This is an optimization exercise on Yosys and OpenROAD, whose aim is small area, a short achievable clock period and few clock cycles per item, not a production implementation.
No functional check of the RTL was part of any run shown here.

## flow/design.v (module list and top-level ports; edited modules follow where they fit)
// module Divider_Modulo: 31 lines
// module div_stage0: 489 lines
// module div_stage1: 1060 lines
// module div_stage2: 489 lines
module Divider_Modulo (clk, reset, mode, valid_in, divisor, dividend, result, valid_out);
  // ...
==> flow/flow/run.sh <==
#!/bin/bash
# Own layout flow: the standard synthesis unchanged, then the standard
# layout with these changes:
#  - ports are buffered with buf_4 cells instead of the slow delay buffers the
#    default port buffering picks;
#  - repair may resize a cell to any cell of the same function;
set -euo pipefail
bash standard.sh synth > synth.log 2>&1
bash standard.sh "BUFFER_PORTS_ARGS=-buffer_cell sky130_fd_sc_hd__buf_4" \
  SETUP_SLACK_MARGIN=14 TNS_END_PERCENT=0 SKIP_INCREMENTAL_REPAIR=1 finish > layout.log 2>&1
==> flow/standard.sh <==
#!/bin/bash
# synth_recipe.tcl (not shown) runs the flow's synth.tcl, then flattens the netlist and writes it again
# the make line also repeats each setting of config.mk as NAME=value (left out here)
make -C /OpenROAD-flow-scripts/flow DESIGN_CONFIG=/design/flow/config.mk WORK_HOME=/design/flow/orfs CLKGATE_MAP_FILE= SYNTH_SCRIPT=/design/flow/synth_recipe.tcl "${@:-finish}"
==> flow/config.mk <==
export PLATFORM = sky130hd
export DESIGN_NAME = Divider_Modulo
export DESIGN_NICKNAME = Divider_Modulo
export VERILOG_FILES = /design/flow/design.v
export SDC_FILE = /design/flow/constraint.sdc
export NUM_CORES = 4
export LEC_CHECK = 0
export ABC_AREA = 1
export CAP_MARGIN = 20
export CORE_MARGIN = 2
export CORE_UTILIZATION = 40
export SLEW_MARGIN = 20
export SYNTH_HIERARCHICAL = 1
==> flow/constraint.sdc <==
create_clock -name core_clock -period 25.0 [get_ports {clk}]
set_input_delay 5.0000 -clock core_clock [delete_from_list [all_inputs] [get_ports {clk}]]
set_output_delay 5.0000 -clock core_clock [all_outputs]
set_load 0.01 [all_outputs]
==> impl_metrics.env, run 1 <==
export IMPL_h_tree_depth=3
export IMPL_clkCellAreaFrac_pct=1.216
export IMPL_synthDistinctLibCells=54
export IMPL_clock_fmax_ghz=0.09056
export IMPL_multiInputGateArea_um2=19620
export IMPL_reg2reg_depth=49
export IMPL_synthSimpleGateAreaFrac_pct=64.02
export IMPL_fin_cells=5724
export IMPL_period_share_pct=44.17
export IMPL_outcome="complete, no violations"
export IMPL_insertion_delay_ps=400
export IMPL_avgSynthCellArea_um2=5.071
export IMPL_fin_ws_ps=13960
export IMPL_cts_tree="built"
export IMPL_root_buffer="clkbuf_16"
export IMPL_syn_cell_area_um2=24900
export IMPL_synth_edf_count=0
export IMPL_holdWs_ps=319.3
export IMPL_fin_crit_ps=11040
export IMPL_synth_cells=4910
export IMPL_endpoint="result[9]"
export IMPL_drt_wl_total_mm=85.50
export IMPL_cp_top_family="simple AND/OR/NAND/NOR gates"
export IMPL_nFlopsAndLatches=98
export IMPL_synth_compound_area_share_pct=6.950
export IMPL_setup_worst_path_end_class="primary output"
export IMPL_synth_top_cells_by_count="nand2_1, nand3_1, inv_1"
export IMPL_yosysTopAreaCellShare_pct=28.43
export IMPL_hold_path_end="shB[16]"
export IMPL_yosysWarnings=7
export IMPL_yosysSeqAreaShare_pct=7.920
export IMPL_r2r_slack_ps=14480
export IMPL_nNonClkInverters=638
export IMPL_holdPathStages=0
export IMPL_n_all_buffers=89
export IMPL_yosysTopAreaCell="nand2_1"
==> run 2: changes to the inputs <==
--- a/flow/flow/run.sh
+++ b/flow/flow/run.sh
@@ -7,4 +7,4 @@
 set -euo pipefail
 bash standard.sh synth > synth.log 2>&1
 bash standard.sh "BUFFER_PORTS_ARGS=-buffer_cell sky130_fd_sc_hd__buf_4" \
-  SETUP_SLACK_MARGIN=14 TNS_END_PERCENT=0 SKIP_INCREMENTAL_REPAIR=1 finish > layout.log 2>&1
+  SETUP_SLACK_MARGIN=15.5 TNS_END_PERCENT=0 SKIP_INCREMENTAL_REPAIR=1 finish > layout.log 2>&1
==> impl_metrics.env, run 2 <==
export IMPL_clk_pin_slew_worst_paths_ps=80
export IMPL_rows=91
export IMPL_fin_ws_ps=14980
export IMPL_cp_slowest_cell="fa_2"
export IMPL_outcome="complete, no violations"
export IMPL_path_buf_inv=6
export IMPL_crit_arrival_ps=5020
export IMPL_synthDistinctLibCells=54
export IMPL_hold_viol_final=0
export IMPL_dpl_cell_area_um2=25680
export IMPL_start_kind="register"
export IMPL_yosysWarnings=7
export IMPL_seqCellArea_um2=2018
export IMPL_pre_cts_slack_ps=14060
export IMPL_grt_pass1_wl_mm=143.6
export IMPL_clock_sinks=98
export IMPL_final_cell_mix="nand2_1, nand3_1, inv_1"
export IMPL_drt_wl_total_mm=88.28
export IMPL_hold_path_class="register to register"
export IMPL_holdBufCountCts=0
export IMPL_grt_ovfl_total=0
export IMPL_fin_crit_ps=10020
export IMPL_mostFrequentLayoutCell="nand2_1"
export IMPL_yosys_most_used_dff="dfxtp_1"
export IMPL_reg_top3="shA (17), shB (17)"
export IMPL_setup_viol=0
export IMPL_r2r_slack_ps=15130
export IMPL_skew_ps=14.54
export IMPL_final_area_um2=27450
export IMPL_cap_violations=0
export IMPL_root_buffer="clkbuf_16"
export IMPL_worstMarginPinSlew_ps=951.7
export IMPL_nFillCells=6866
export IMPL_drtPass1Iterations=7
export IMPL_die_area_um2=64250
export IMPL_chipWidth_um=253.5
export IMPL_startpoint="dB[1]"
export IMPL_synth_edf_count=0
export IMPL_gp_congestion=0.9591
export IMPL_cp_required_ps=20000
export IMPL_grt_usage_pct=27.51
export IMPL_h_tree_depth=3
export IMPL_yosysMostFrequentCell="nand2_1"
export IMPL_multiInputGateArea_um2=20370
export IMPL_max_stage_delay_ps=440
export IMPL_avgSynthCellArea_um2=5.071
export IMPL_clock_fmax_ghz=0.09981
export IMPL_drive_gt1_share_pct=13.67
export IMPL_r2r_end="rB[3]"
export IMPL_worstSetupPathType="register to primary output"
export IMPL_cts_tree="built"
export IMPL_io_buffers=68
export IMPL_cp_top_family="simple AND/OR/NAND/NOR gates"
export IMPL_relSlewSlack_pct=36.47
export IMPL_cts_resized=208
export IMPL_grt_antenna_before_repair=1
export IMPL_syn_cell_area_um2=24900
export IMPL_yosysSeqAreaShare_pct=7.920
export IMPL_cp_max_fo=7
export IMPL_reg2reg_depth=51
export IMPL_synth_area_leaders="nand2_1, nand3_1, inv_1"
export IMPL_r2r_start="dA[1]"
export IMPL_endpoint="result[14]"
export IMPL_hpwl_mm=69.95
export IMPL_post_cts_buffers=63
export IMPL_yosysTopAreaCell="nand2_1"
export IMPL_start_util_pct=40.42
export IMPL_insertion_delay_ps=400
export IMPL_drc=0
export IMPL_numCtsBuffers=9
export IMPL_cts_path_max_buffers=2
export IMPL_nets=5048
export IMPL_core_area_um2=61600
export IMPL_die_h_um=253.5
export IMPL_synth_cells=4910
export IMPL_ios=85
export IMPL_path_depth=34
export IMPL_setup_worst_path_end_class="primary output"
export IMPL_grt_pass1_vias=28897
export IMPL_drt_initial_drc_count=2363
export IMPL_ys_seq_elements=98
export IMPL_grt_max_degree=34
export IMPL_setup_tns_final_ps=0
export IMPL_yosysTopAreaCellShare_pct=28.43
export IMPL_area_growth_syn_to_layout_pct=10.24
export IMPL_fin_util_pct=44.56
export IMPL_period_share_pct=40.08
export IMPL_postRouteAntennaNets=0
export IMPL_via_count=30850
export IMPL_async_reset_ff_share_pct=2.041
export IMPL_synth_top_cells_by_count="nand2_1, nand3_1, inv_1"
export IMPL_avgRoutedWirePerCell_um=15.25
export IMPL_via_per_inst=5.329
export IMPL_finalMaxSlewViolations=0
[run 2: cell count changes in the layout (fill, tap and decap cells not counted), moves of 9 or more]
cell / before / now
ha_4: 0 / 9
dfxtp_4: 0 / 11
dfxtp_1: 94 / 81
nand2_2: 123 / 165
nand2_1: 1886 / 1827
nand2_4: 9 / 24
nor2_1: 359 / 345
buf_4: 88 / 139
nand3_1: 867 / 837
nand3_2: 68 / 90
ha_1: 47 / 38
[run 2: worst min path at each step]
stage	from	endpoint	slack (ps)	cells after the start
6_report	shA[7]	shB[16]	320	0
4_1_cts	shA[7]	shB[16]	330	0
3_3_place_gp	shA[1]	shB[10]	310	0
2_1_floorplan	mA	mB	310	0
3_5_place_dp	shA[1]	shB[10]	310	0
5_1_grt	shA[7]	shB[16]	330	0
[run 2: stage by stage]
stage / hold WS (ps) / instances
2_1_floorplan: 309.6 / 4924
3_3_place_gp: 310.3 / 5705
3_5_place_dp: 312.8 / 5705
4_1_cts: 328.5 / 5788
5_1_grt: 333.9 / 5789
6_report: 318.1 / 5789
[run 2: modules after synthesis (local to each module, per instance)]
module | cells | area (um^2) | times used
Divider_Modulo | 115 | 2092 | 1
div_stage0 | 1147 | 5477 | 1
div_stage1 | 2480 | 11680 | 1
div_stage2 | 1168 | 5649 | 1
[run 2: per-layer routing]
metal	up-vias	GRT usage, %	part of all wire (%)
met5	-	0	0
met4	0	13.56	4.9
met3	218	2.612	5.7
met2	1012	50.38	49
met1	13893	31.80	40
li1	15727	-	-
[run 2: cell families after synthesis]
kind of cell / Yosys count / synth area share [%]
simple gates: 3536 / 64.02
buf+inv: 781 / 13.50
compound gates: 302 / 6.950
xor+xnor: 142 / 4.995
flops: 98 / 7.920
fa+ha+maj: 50 / 2.603
other cells: 1 / 0.01506
[run 2: cell type report]
class / count / area share [%]
repair inverters: 1 / 0.02735
clock inverters: 6 / 0.2826
multi-input cells: 4047 / 74.22
clock buffers: 10 / 0.8707
repair buffers: 151 / 4.641
diodes: 1 / 0.009117
flip-flops and latches: 98 / 7.353
well taps: 837 / 3.816
inverters: 638 / 8.776

==> what the ideal ports hide <==
How much do the figures lean on ideal ports? The routed layouts below were timed once more, with nothing changed but the port constraints. Step 1, drivers: a clkbuf_16 drives clk and a buf_2 each remaining input, both assumed. Step 2 times the ports against the registers' clock, not the clock port: input delays grow and output delays shrink by t, the midpoint of the rising clock arrivals with the driver on. Three values: no drivers, after step 1, after step 2; two values: the first two.
| run | t, ns | slack for setup (ns) | hold slack, ns | worst data-port slew with drivers (ns) |
|---|---|---|---|---|
| run 1 | 0.447 | 13.957 / 13.903 / 14.349 | 0.319 / 0.319 / 0.319 | 0.08 |
| run 2 | 0.446 | 14.981 / 14.925 / 14.797 | 0.318 / 0.318 / 0.318 | 0.07 |
After both steps every run listed still meets setup and hold. For run 2, which loses most, drivers alone change the setup slack by -0.056 ns; drivers and shift together by -0.184 ns.
